Source: an optimization exercise on an open RTL-to-GDS flow (aim: small area, a short achievable clock period and few clock cycles per item). Production flows keep margins and buffers that such runs may drop.
Where RTL was checked, it was by simulation tests only, not by an equivalence proof against the original.
No activity file was given, so power comes from the tool's default toggle rates.

Design Cache, start of the top module:
module Cache (
    input wire clk,
    input wire rst_n,
    input wire enable,
    input wire [31:0] address,
    output wire [31:0] data_out,
    output reg data_out_ready,
    input wire [31:0] data_in,
    input wire [3:0] write_enable,
    output reg busy,
    output reg br_cmd,
    output reg br_cmd_en,
    output wire [20:0] br_addr,
    output wire [63:0] br_wr_data,
    output wire [7:0] br_data_mask,
    input wire [63:0] br_rd_data,
    input wire br_rd_data_valid
);
export LEC_CHECK = 0
export CAP_MARGIN = 20
export CORE_MARGIN = 2
export CORE_UTILIZATION = 40
export CTS_CLUSTER_DIAMETER = 90
export CTS_CLUSTER_SIZE = 32
export SLEW_MARGIN = 20
export TNS_END_PERCENT = 0
create_clock -name core_clock -period 10.0 [get_ports {clk}]
standard.sh (not shown) runs the stock make flow with config.mk's settings and CLKGATE_MAP_FILE= SYNTH_SCRIPT=/design/flow/synth_recipe.tcl, a recipe that flattens the netlist after the stock synthesis.
==> flow/flow/run.sh <==
#!/bin/bash
# Standard layout, with plain buffers (instead of the default delay buffers) on the ports
# and the given repair targets.
set -euo pipefail
export BUFFER_PORTS_ARGS="-buffer_cell sky130_fd_sc_hd__buf_1"
bash standard.sh SETUP_SLACK_MARGIN=7.0 finish > standard_flow.log 2>&1
Testbench counts at the start, summed over its fixed seeds: cycles 250,373, transactions 16,000.
Then changed:
Settings changed: CTS_CLUSTER_DIAMETER 90 to 60, CTS_CLUSTER_SIZE 32 to 30.
What happened:
- non-clock buffer count climbs by 6
- synthesized area stays the same
- die area stays the same
- total power climbs by roughly a tenth
- sequential share of layout area drops by 3.1 points
- combinational power is about the same
- final cell count climbs by a few percent
- global-route usage climbs by 0.23 points
- worst setup slack got worse by 28 ps
- routed wire length climbs slightly
Then changed:
Settings changed: CORE_UTILIZATION 40 to 45, CTS_CLUSTER_DIAMETER 60 to 100, CTS_CLUSTER_SIZE 30 to 33.
After rerunning:
- The changed run passed the timing, design-rule and antenna checks
- power fell by 12%
- cell area falls by 5.2%
- wire length drops by 6.4%
Then changed:
Settings changed: CORE_UTILIZATION 45 to 40.
Effect: Via count climbs by about 1.4%; combinational power rises by about 1%; clock power increases by about 1%; cell count increases by about 1.3%; non-clock buffer count increases by 2; setup slack barely changes; wire length rises by 5.0%.


Another version of the RTL of Cache (not shown whole).
Size: roughly 690 cells after synthesis, about 330 flip-flops, about 270 I/O pins.
export LEC_CHECK = 0
export CAP_MARGIN = 20
export CORE_MARGIN = 2
export CORE_UTILIZATION = 40
export CTS_CLUSTER_DIAMETER = 60
export CTS_CLUSTER_SIZE = 30
export SLEW_MARGIN = 20
create_clock -name core_clock -period 10.0 [get_ports {clk}]
==> flow/flow/run.sh <==
#!/bin/bash
# Standard layout, with plain buffers (instead of the default delay buffers) on the ports
# and the given repair targets.
set -euo pipefail
export BUFFER_PORTS_ARGS="-buffer_cell sky130_fd_sc_hd__buf_1"
bash standard.sh SETUP_SLACK_MARGIN=6.9 finish > standard_flow.log 2>&1
The baseline finished with timing, DRC and antenna clean.
Edit:
--- a/flow/flow/run.sh
+++ b/flow/flow/run.sh
@@ -6 +6 @@
-bash standard.sh SETUP_SLACK_MARGIN=6.9 finish > standard_flow.log 2>&1
+bash standard.sh  finish > standard_flow.log 2>&1
Outcome:
- The new run completed without violations
- maximum frequency is lower by 10%
- combinational power decreases by 11%
- clock-buffer cell count falls by 1
- setup slack is worse by 360 ps
Edit:
--- a/flow/flow/run.sh
+++ b/flow/flow/run.sh
@@ -6 +6 @@
-bash standard.sh  finish > standard_flow.log 2>&1
+bash standard.sh SETUP_SLACK_MARGIN=6.9 finish > standard_flow.log 2>&1
- CTS_CLUSTER_DIAMETER: 60 -> not set
- CTS_CLUSTER_SIZE: 30 -> not set
After rerunning: The new run completed without violations. Total power rose by a little under a tenth. Worst setup slack improved by 330 ps. Worst hold slack gains 6.8 ps. Sequential share of layout area falls by 4.4 points. Sequential power barely changes. Clock power goes up by about a fifth. Synthesized area does not change. Non-clock buffer count increases by 27. Via count grows by a few percent. Cell count is higher by a few percent. Maximum frequency increases by roughly a tenth.
No functional check of the RTL was part of any run of this note.


Cache, a different RTL version from the one above (not shown whole).
For scale: ~270 I/O pins, ~9300 um^2 of cells after synthesis.
Design Cache, start of the top module:
module Cache (
    input wire clk,
    input wire rst_n,
    input wire enable,
    input wire [31:0] address,
    output reg [31:0] data_out,
    output reg data_out_ready,
    input wire [31:0] data_in,
    input wire [3:0] write_enable,
    output reg busy,
    output reg br_cmd,
    output reg br_cmd_en,
    output wire [20:0] br_addr,
    output wire [63:0] br_wr_data,
    output wire [7:0] br_data_mask,
    input wire [63:0] br_rd_data,
    input wire br_rd_data_valid
);
clock: 10.0 ns
lec_check: 0
cap_margin: 20
core_margin: 2
core_utilization: 40
cts_cluster_diameter: 60
cts_cluster_size: 30
slew_margin: 20
tns_end_percent: 0
==> flow/flow/run.sh <==
#!/bin/bash
# Standard layout, with plain buffers (instead of the default delay buffers) on the ports
# and the given repair targets.
set -euo pipefail
export BUFFER_PORTS_ARGS="-buffer_cell sky130_fd_sc_hd__buf_1"
bash standard.sh SETUP_SLACK_MARGIN=7.2 finish > standard_flow.log 2>&1
The first run completed with no timing, DRC or antenna violations.
Testbench counts at the start, summed over its fixed seeds: cycles 246,345, transactions 16,000.
==> next run, changes <==
--- a/flow/flow/run.sh
+++ b/flow/flow/run.sh
@@ -6 +6 @@
-bash standard.sh SETUP_SLACK_MARGIN=7.2 finish > standard_flow.log 2>&1
+bash standard.sh SETUP_SLACK_MARGIN=7.0 finish > standard_flow.log 2>&1
Final area stays the same.
Total power does not change.
Worst setup slack does not change.
Routed wire length is unchanged.
First-iteration DRC count stays the same.
Sequential power barely changes.
Critical path depth does not change.
Sequential cell count does not change.
Synthesized cell count does not change.
Clock power is about the same.
Combinational power is about the same.


Cache, a different RTL version from the one above (not shown whole).
Size in the first run: about 690 cells after synthesis, about 330 flip-flops, roughly 9300 µm² of cells after synthesis.
Settings: LEC_CHECK=0, CAP_MARGIN=20, CORE_MARGIN=2, CORE_UTILIZATION=40, CTS_CLUSTER_DIAMETER=100, CTS_CLUSTER_SIZE=33, SLEW_MARGIN=20, TNS_END_PERCENT=0; clock period 10.0 ns.
==> flow/flow/run.sh <==
#!/bin/bash
# Standard layout, with plain buffers (instead of the default delay buffers) on the ports
# and the given repair targets.
set -euo pipefail
export BUFFER_PORTS_ARGS="-buffer_cell sky130_fd_sc_hd__buf_1"
bash standard.sh SETUP_SLACK_MARGIN=6.9 finish > standard_flow.log 2>&1
The baseline finished with timing, DRC and antenna clean.
Testbench counts at the start, summed over its fixed seeds: cycles 246,345, transactions 16,000.
Rerun with:
--- a/flow/flow/run.sh
+++ b/flow/flow/run.sh
@@ -6 +6 @@
-bash standard.sh SETUP_SLACK_MARGIN=6.9 finish > standard_flow.log 2>&1
+bash standard.sh SETUP_SLACK_MARGIN=7.0 finish > standard_flow.log 2>&1
- CTS_CLUSTER_DIAMETER: 100 -> 60
- CTS_CLUSTER_SIZE: 33 -> 30
After rerunning:
- utilization grows by 1.9 points
- via count grows slightly
- worst hold slack gains 0.031 ns
- die area stays the same
- non-clock buffer count grows by 5
- count of clock-buffer cells in the layout grows by 6
Rerun with:
--- a/flow/flow/run.sh
+++ b/flow/flow/run.sh
@@ -6 +6 @@
-bash standard.sh SETUP_SLACK_MARGIN=7.0 finish > standard_flow.log 2>&1
+bash standard.sh SETUP_SLACK_MARGIN=7.15 finish > standard_flow.log 2>&1
- CTS_CLUSTER_DIAMETER: 60 -> 100
- CTS_CLUSTER_SIZE: 30 -> 33
Result:
- via count fell slightly
- clock skew rose by 0.019 ns
- setup slack gains 0.022 ns
Rerun with:
--- a/flow/flow/run.sh
+++ b/flow/flow/run.sh
@@ -6 +6 @@
-bash standard.sh SETUP_SLACK_MARGIN=7.15 finish > standard_flow.log 2>&1
+bash standard.sh SETUP_SLACK_MARGIN=7.0 finish > standard_flow.log 2>&1
- CORE_UTILIZATION: 40 -> 55
Combinational power climbs by about 2%.
Global-route usage climbs by 4.7 points.
Total power climbs by 0.37%.
Design area drops by 0.57%.
Wire length drops by 2.5%.
Clock power is about the same.


## job 101
Another version of the RTL of Cache (not shown whole).
Size in the first run: ~320 flip-flops, ~270 I/O pins, about 9000 µm² of cells after synthesis.
Design Cache, start of the top module:
module Cache (
    input wire clk,
    input wire rst_n,
    input wire enable,
    input wire [31:0] address,
    output reg [31:0] data_out,
    output reg data_out_ready,
    input wire [31:0] data_in,
    input wire [3:0] write_enable,
    output reg busy,
    output reg br_cmd,
    output reg br_cmd_en,
    output wire [20:0] br_addr,
    output wire [63:0] br_wr_data,
    output wire [7:0] br_data_mask,
    input wire [63:0] br_rd_data,
    input wire br_rd_data_valid
);
==> flow/config.mk <==
export PLATFORM = sky130hd
export DESIGN_NAME = Cache
export DESIGN_NICKNAME = Cache
export VERILOG_FILES = /design/flow/design.v
export SDC_FILE = /design/flow/constraint.sdc
export NUM_CORES = 4
export LEC_CHECK = 0
export ABC_CLOCK_PERIOD_IN_PS = 2500
export CAP_MARGIN = 20
export CORE_MARGIN = 2
export CORE_UTILIZATION = 40
export SLEW_MARGIN = 20
==> flow/constraint.sdc <==
create_clock -name core_clock -period 10.0 [get_ports {clk}]
set_input_delay 2.0000 -clock core_clock [delete_from_list [all_inputs] [get_ports {clk}]]
set_output_delay 2.0000 -clock core_clock [all_outputs]
set_load 0.01 [all_outputs]
==> flow/flow/run.sh <==
#!/bin/bash
# Standard layout, with plain buffers (instead of the default delay buffers) on the ports
# and the given repair targets.
set -euo pipefail
export BUFFER_PORTS_ARGS="-buffer_cell sky130_fd_sc_hd__buf_1"
bash standard.sh SETUP_SLACK_MARGIN=7 finish > standard_flow.log 2>&1
[inputs] job 102 vs job 101
==> flow/flow/run.sh <==
#!/bin/bash
# Standard layout, with plain buffers (instead of the default delay buffers) on the ports.
set -euo pipefail
export BUFFER_PORTS_ARGS="-buffer_cell sky130_fd_sc_hd__buf_1"
bash standard.sh finish > standard_flow.log 2>&1
diff --git a/flow/config.mk b/flow/config.mk
--- a/flow/config.mk
+++ b/flow/config.mk
@@ -6,5 +6,4 @@
 export NUM_CORES = 4
 export LEC_CHECK = 0
-export ABC_CLOCK_PERIOD_IN_PS = 2500
 export CAP_MARGIN = 20
 export CORE_MARGIN = 2
==> comparison <==
Run comparison: job 101 library cell contributing the largest single delay on the critical path sky130_fd_sc_hd__dfstp_2; job 102 library cell contributing the largest single delay on the critical path sky130_fd_sc_hd__nand3_1
Diff job 101 and job 102: count of vias placed by the detailed router higher in job 101
Job 102 ended with less net total in the final layout than job 101.
On instance count after placement with tap cells included, job 101 tracks job 102 almost exactly.
Modified inputs, job 103 compared to job 102
==> flow/flow/run.sh <==
#!/bin/bash
# Standard layout, with plain buffers (instead of the default delay buffers) on the ports
# and the given repair targets.
set -euo pipefail
export BUFFER_PORTS_ARGS="-buffer_cell sky130_fd_sc_hd__buf_1"
bash standard.sh SETUP_SLACK_MARGIN=7.5 finish > standard_flow.log 2>&1
--- outcome ---
The final layouts of job 103 and job 102 pass the timing, design-rule and antenna checks.
| power | job 103 vs job 102 | worse |
Changes observed in job 103 relative to job 102: area inside the core boundary about even; worst slew slack as a fraction of its limit -3.5 points; combinational cell fraction of total power up 8.1 points.
[compare] base=job 102 new=job 103: non-clock buffer count rose 74; period utilization fell 4.1 points; total placed instance area rose about 1.1%; met2 track demand over resource in global routing rose 5.6 points.
[job 103] cell count rose 86 relative to job 102
Sequential cell count came out exactly the same in job 103 and job 102.
Relative to job 102, the final cell area reported for job 103 is higher.
Function was not checked in any run of this note: the RTL went through the layout flow alone.


== build 25 ==
Another version of the RTL of Cache (not shown whole).
Size: about 670 cells after synthesis, ~320 flip-flops, ~270 I/O pins, ~0.0093 mm^2 of cells after synthesis.
Settings: LEC_CHECK=0, CAP_MARGIN=20, CORE_MARGIN=2, CORE_UTILIZATION=40, SLEW_MARGIN=20; clock period 10.0 ns.
run.sh (not shown) runs the stock make flow with config.mk's settings and CLKGATE_MAP_FILE= SYNTH_SCRIPT=/design/flow/synth_recipe.tcl, a recipe that flattens the netlist after the stock synthesis.
Stock flow here: none of the scripts above is used.
Testbench counts of build 25, summed over its fixed seeds: cycles 246,125, transactions 16,000.
The inputs of build 19 differ from those of build 25 as listed below.
==> flow/flow/run.sh (new file) <==
#!/bin/bash
# Standard layout, with plain buffers (instead of the default delay buffers) on the ports.
set -euo pipefail
export BUFFER_PORTS_ARGS="-buffer_cell sky130_fd_sc_hd__buf_1"
bash standard.sh finish > standard_flow.log 2>&1
==> flow/standard.sh (new file) <==
#!/bin/bash
# synth_recipe.tcl (not shown) runs the flow's synth.tcl, then flattens the netlist and writes it again
# the make line also repeats each setting of config.mk as NAME=value (left out here)
make -C /OpenROAD-flow-scripts/flow DESIGN_CONFIG=/design/flow/config.mk WORK_HOME=/design/flow/orfs CLKGATE_MAP_FILE= SYNTH_SCRIPT=/design/flow/synth_recipe.tcl "${@:-finish}"
removed: flow/run.sh
==> summary.txt <==
- Comparing build 19 and build 25, the higher total routing usage reported by global routing was measured on build 25.
- Compared with build 25, in build 19 via count moved down, clock-buffer cell count moved down, core utilization moved down, power moved down.
The following lists how build 82 was set up differently from build 19:
--- a/flow/flow/run.sh
+++ b/flow/flow/run.sh
@@ -4 +4 @@
-export BUFFER_PORTS_ARGS="-buffer_cell sky130_fd_sc_hd__buf_1"
+export BUFFER_PORTS_ARGS="-buffer_cell sky130_fd_sc_hd__buf_2"
Findings:
Looking at the reports, build 82 completed the entire flow and the layout it produced met the timing, design-rule and antenna checks. Build 82 ends up with a wire length of the first global-routing pass that is about 0.45% lower than in build 19. Taking build 19 as 1.0, build 82 lands at 1.07 on power consumed by combinational cells. The final core area utilization reported for build 82 is greater than that of build 19 by 1.2 points. met3 layer usage reported by global route for build 82 is higher than for build 19. The final cell count was comparable across build 19 and build 82. Diff build 19 -> build 82 | power density relative to cell area | down slightly. Diff build 19 -> build 82: global-route usage held, setup slack after placement went up 0.031 ns, worst hold-check slack went down 0.0060 ns.


RTL: one of the versions met above, not the one the previous note started from.
For scale: roughly 330 flip-flops, roughly 270 I/O pins, ~0.0093 mm² of cells after synthesis.
export LEC_CHECK = 0
export CAP_MARGIN = 20
export CORE_MARGIN = 2
export CORE_UTILIZATION = 40
export CTS_CLUSTER_DIAMETER = 80
export CTS_CLUSTER_SIZE = 36
export SLEW_MARGIN = 20
export TNS_END_PERCENT = 0
create_clock -name core_clock -period 10.0 [get_ports {clk}]
standard.sh (not shown) runs the stock make flow with config.mk's settings and CLKGATE_MAP_FILE= SYNTH_SCRIPT=/design/flow/synth_recipe.tcl, a recipe that flattens the netlist after the stock synthesis.
==> flow/flow/run.sh <==
#!/bin/bash
# Standard layout, with plain buffers (instead of the default delay buffers) on the ports
# and the given repair targets.
set -euo pipefail
export BUFFER_PORTS_ARGS="-buffer_cell sky130_fd_sc_hd__buf_1"
bash standard.sh SETUP_SLACK_MARGIN=7.0 finish > standard_flow.log 2>&1
The first run ran to the end with no violations.
Testbench counts at the start, summed over its fixed seeds: cycles 246,345, transactions 16,000.
Rerun with:
CTS_CLUSTER_DIAMETER = 60   (was 80)
CTS_CLUSTER_SIZE = 40   (was 36)
After rerunning: Maximum frequency went down by 1.1%. Final area increases by 3.9%. Register-to-register slack hardly moves. Global-route usage is higher by 0.34 points. Wire length climbs by 2.3%. Die area does not change.
Rerun with:
CTS_CLUSTER_DIAMETER = 100   (was 60)
CTS_CLUSTER_SIZE = 33   (was 40)
The new run ran to the end with no violations.
Setup slack gains 22 ps.
Clock skew climbs by 17 ps.
Power drops by 10%.
Final area drops by 4.2%.
Worst hold slack loses 31 ps.
Synthesized cell count does not change.
Fmax climbs by 0.73%.
Count of clock-buffer cells in the layout drops by 6.


the baseline:
Another version of the RTL of Cache (not shown whole).
Size in the first run: about 690 cells after synthesis, ~330 flip-flops, ~270 I/O pins, roughly 9400 um^2 of cells after synthesis.
==> flow/config.mk <==
export PLATFORM = sky130hd
export DESIGN_NAME = Cache
export DESIGN_NICKNAME = Cache
export VERILOG_FILES = /design/flow/design.v
export SDC_FILE = /design/flow/constraint.sdc
export NUM_CORES = 4
export LEC_CHECK = 0
export CAP_MARGIN = 20
export CORE_MARGIN = 2
export CORE_UTILIZATION = 40
export CTS_CLUSTER_DIAMETER = 60
export CTS_CLUSTER_SIZE = 30
export SLEW_MARGIN = 20
==> flow/constraint.sdc <==
create_clock -name core_clock -period 10.0 [get_ports {clk}]
set_input_delay 2.0000 -clock core_clock [delete_from_list [all_inputs] [get_ports {clk}]]
set_output_delay 2.0000 -clock core_clock [all_outputs]
set_load 0.01 [all_outputs]
==> flow/flow/run.sh <==
#!/bin/bash
# Standard layout, with plain buffers (instead of the default delay buffers) on the ports
# and the given repair targets.
set -euo pipefail
export BUFFER_PORTS_ARGS="-buffer_cell sky130_fd_sc_hd__buf_1"
bash standard.sh SETUP_SLACK_MARGIN=7.1 finish > standard_flow.log 2>&1
Both conditions hold for the baseline: the flow ran to the end and the final layout passed the timing, design-rule and antenna checks.
#### Input delta (the candidate over the baseline)
==> flow/flow/run.sh <==
#!/bin/bash
# Standard layout, with plain buffers (instead of the default delay buffers) on the ports
# and the given repair targets.
set -euo pipefail
export BUFFER_PORTS_ARGS="-buffer_cell sky130_fd_sc_hd__buf_1"
bash standard.sh  finish > standard_flow.log 2>&1
--- outcome ---
Area growth from synthesis to layout delta for the candidate relative to the baseline: 13 points lower. For the first-pass GRT wire length, the candidate came in 5.4% lower than the baseline did. [compare] base=the baseline new=the candidate: final non-filler cell total went down by 48; sequential share of layout area went up by 5.0 points; detailed route wirelength on metal2 went down by 690 um; slack of the critical path went down by 0.19 ns; final instance area went down by about 9%. The baseline ended up with sky130_fd_sc_hd__dfstp_2 as its cell with the largest stage delay on the worst path; the candidate ended up with sky130_fd_sc_hd__or4_4.
No functional check of the RTL was part of any run of this note.

-- what the ideal ports hide --
No port has a modelled driver above. Below, the same layouts with a new extraction and two added sets of constraints. Step 1: set_driving_cell puts a clkbuf_16 on clk and a buf_2 on each other input, an assumption about the parent block. Step 2 adds t to the input delays and takes it off the output delays; t is the mean of the earliest and latest rising clock arrival at the registers after step 1. Input paths then give back, and output paths get back, about the clock's delay inside the block. Three values: no drivers, after step 1, after step 2; two values: the first two.
| run | t, ns | slack for setup (ns) | hold WS [ns] | slew at the worst register clock pin (ns) |
|---|---|---|---|---|
| the first run of note 1 | 0.515 | 6.924 / 6.878 / 6.549 | 0.315 / 0.315 / 0.315 | 0.12 / 0.12 |
| the second run of note 1 | 0.560 | 6.896 / 6.850 / 6.533 | 0.320 / 0.320 / 0.320 | 0.10 / 0.10 |
| the third run of note 1 | 0.515 | 6.920 / 6.878 / 6.547 | 0.298 / 0.298 / 0.298 | 0.12 / 0.12 |
| the fourth run of note 1 | 0.522 | 6.922 / 6.876 / 6.503 | 0.327 / 0.327 / 0.327 | 0.12 / 0.12 |
| the first run of note 2 | 0.558 | 6.812 / 6.789 / 6.268 | 0.317 / 0.317 / 0.317 | 0.10 / 0.10 |
| the second run of note 2 | 0.556 | 6.457 / 6.477 / 5.921 | 0.314 / 0.314 / 0.314 | 0.10 / 0.10 |
| the third run of note 2 | 0.581 | 6.791 / 6.796 / 6.235 | 0.321 / 0.321 / 0.321 | 0.06 / 0.06 |
| the first run of note 3 | 0.564 | 6.899 / 6.852 / 6.451 | 0.315 / 0.315 / 0.315 | 0.11 / 0.11 |
| the second run of note 3 | 0.564 | 6.899 / 6.852 / 6.451 | 0.315 / 0.315 / 0.315 | 0.11 / 0.11 |
| the first run of note 4 | 0.522 | 6.912 / 6.868 / 6.482 | 0.288 / 0.288 / 0.288 | 0.12 / 0.12 |
| the second run of note 4 | 0.564 | 6.895 / 6.852 / 6.465 | 0.319 / 0.319 / 0.319 | 0.11 / 0.11 |
| the third run of note 4 | 0.522 | 6.917 / 6.873 / 6.485 | 0.288 / 0.288 / 0.288 | 0.12 / 0.12 |
| the fourth run of note 4 | 0.512 | 6.930 / 6.888 / 6.507 | 0.322 / 0.322 / 0.322 | 0.12 / 0.12 |
| job 101 | 0.581 | 6.840 / 6.795 / 6.488 | 0.311 / 0.311 / 0.311 | 0.06 / 0.06 |
| job 102 | 0.575 | 6.482 / 6.504 / 5.929 | 0.321 / 0.321 / 0.321 | 0.06 / 0.06 |
| job 103 | 0.538 | 6.890 / 6.845 / 6.519 | 0.322 / 0.322 / 0.322 | 0.07 / 0.07 |
| build 25 | 0.531 | 6.357 / 6.343 / 5.848 | 0.316 / 0.316 / 0.316 | 0.06 / 0.06 |
| build 19 | 0.573 | 6.747 / 6.702 / 6.282 | 0.321 / 0.321 / 0.321 | 0.07 / 0.07 |
| build 82 | 0.580 | 6.730 / 6.686 / 6.358 | 0.315 / 0.315 / 0.315 | 0.06 / 0.06 |
| the first run of note 7 | 0.534 | 6.929 / 6.886 / 6.456 | 0.326 / 0.326 / 0.326 | 0.12 / 0.12 |
| the second run of note 7 | 0.571 | 6.895 / 6.852 / 6.459 | 0.319 / 0.319 / 0.319 | 0.11 / 0.11 |
| the third run of note 7 | 0.522 | 6.917 / 6.873 / 6.485 | 0.288 / 0.288 / 0.288 | 0.12 / 0.12 |
| the baseline | 0.557 | 6.842 / 6.798 / 6.316 | 0.321 / 0.321 / 0.321 | 0.10 / 0.10 |
| the candidate | 0.562 | 6.656 / 6.670 / 6.108 | 0.314 / 0.314 / 0.314 | 0.10 / 0.10 |
After both steps every run listed still meets setup and hold. The setup slack of the third run of note 2, which loses most, moves by +0.005 ns with the drivers and by -0.556 ns with both steps.
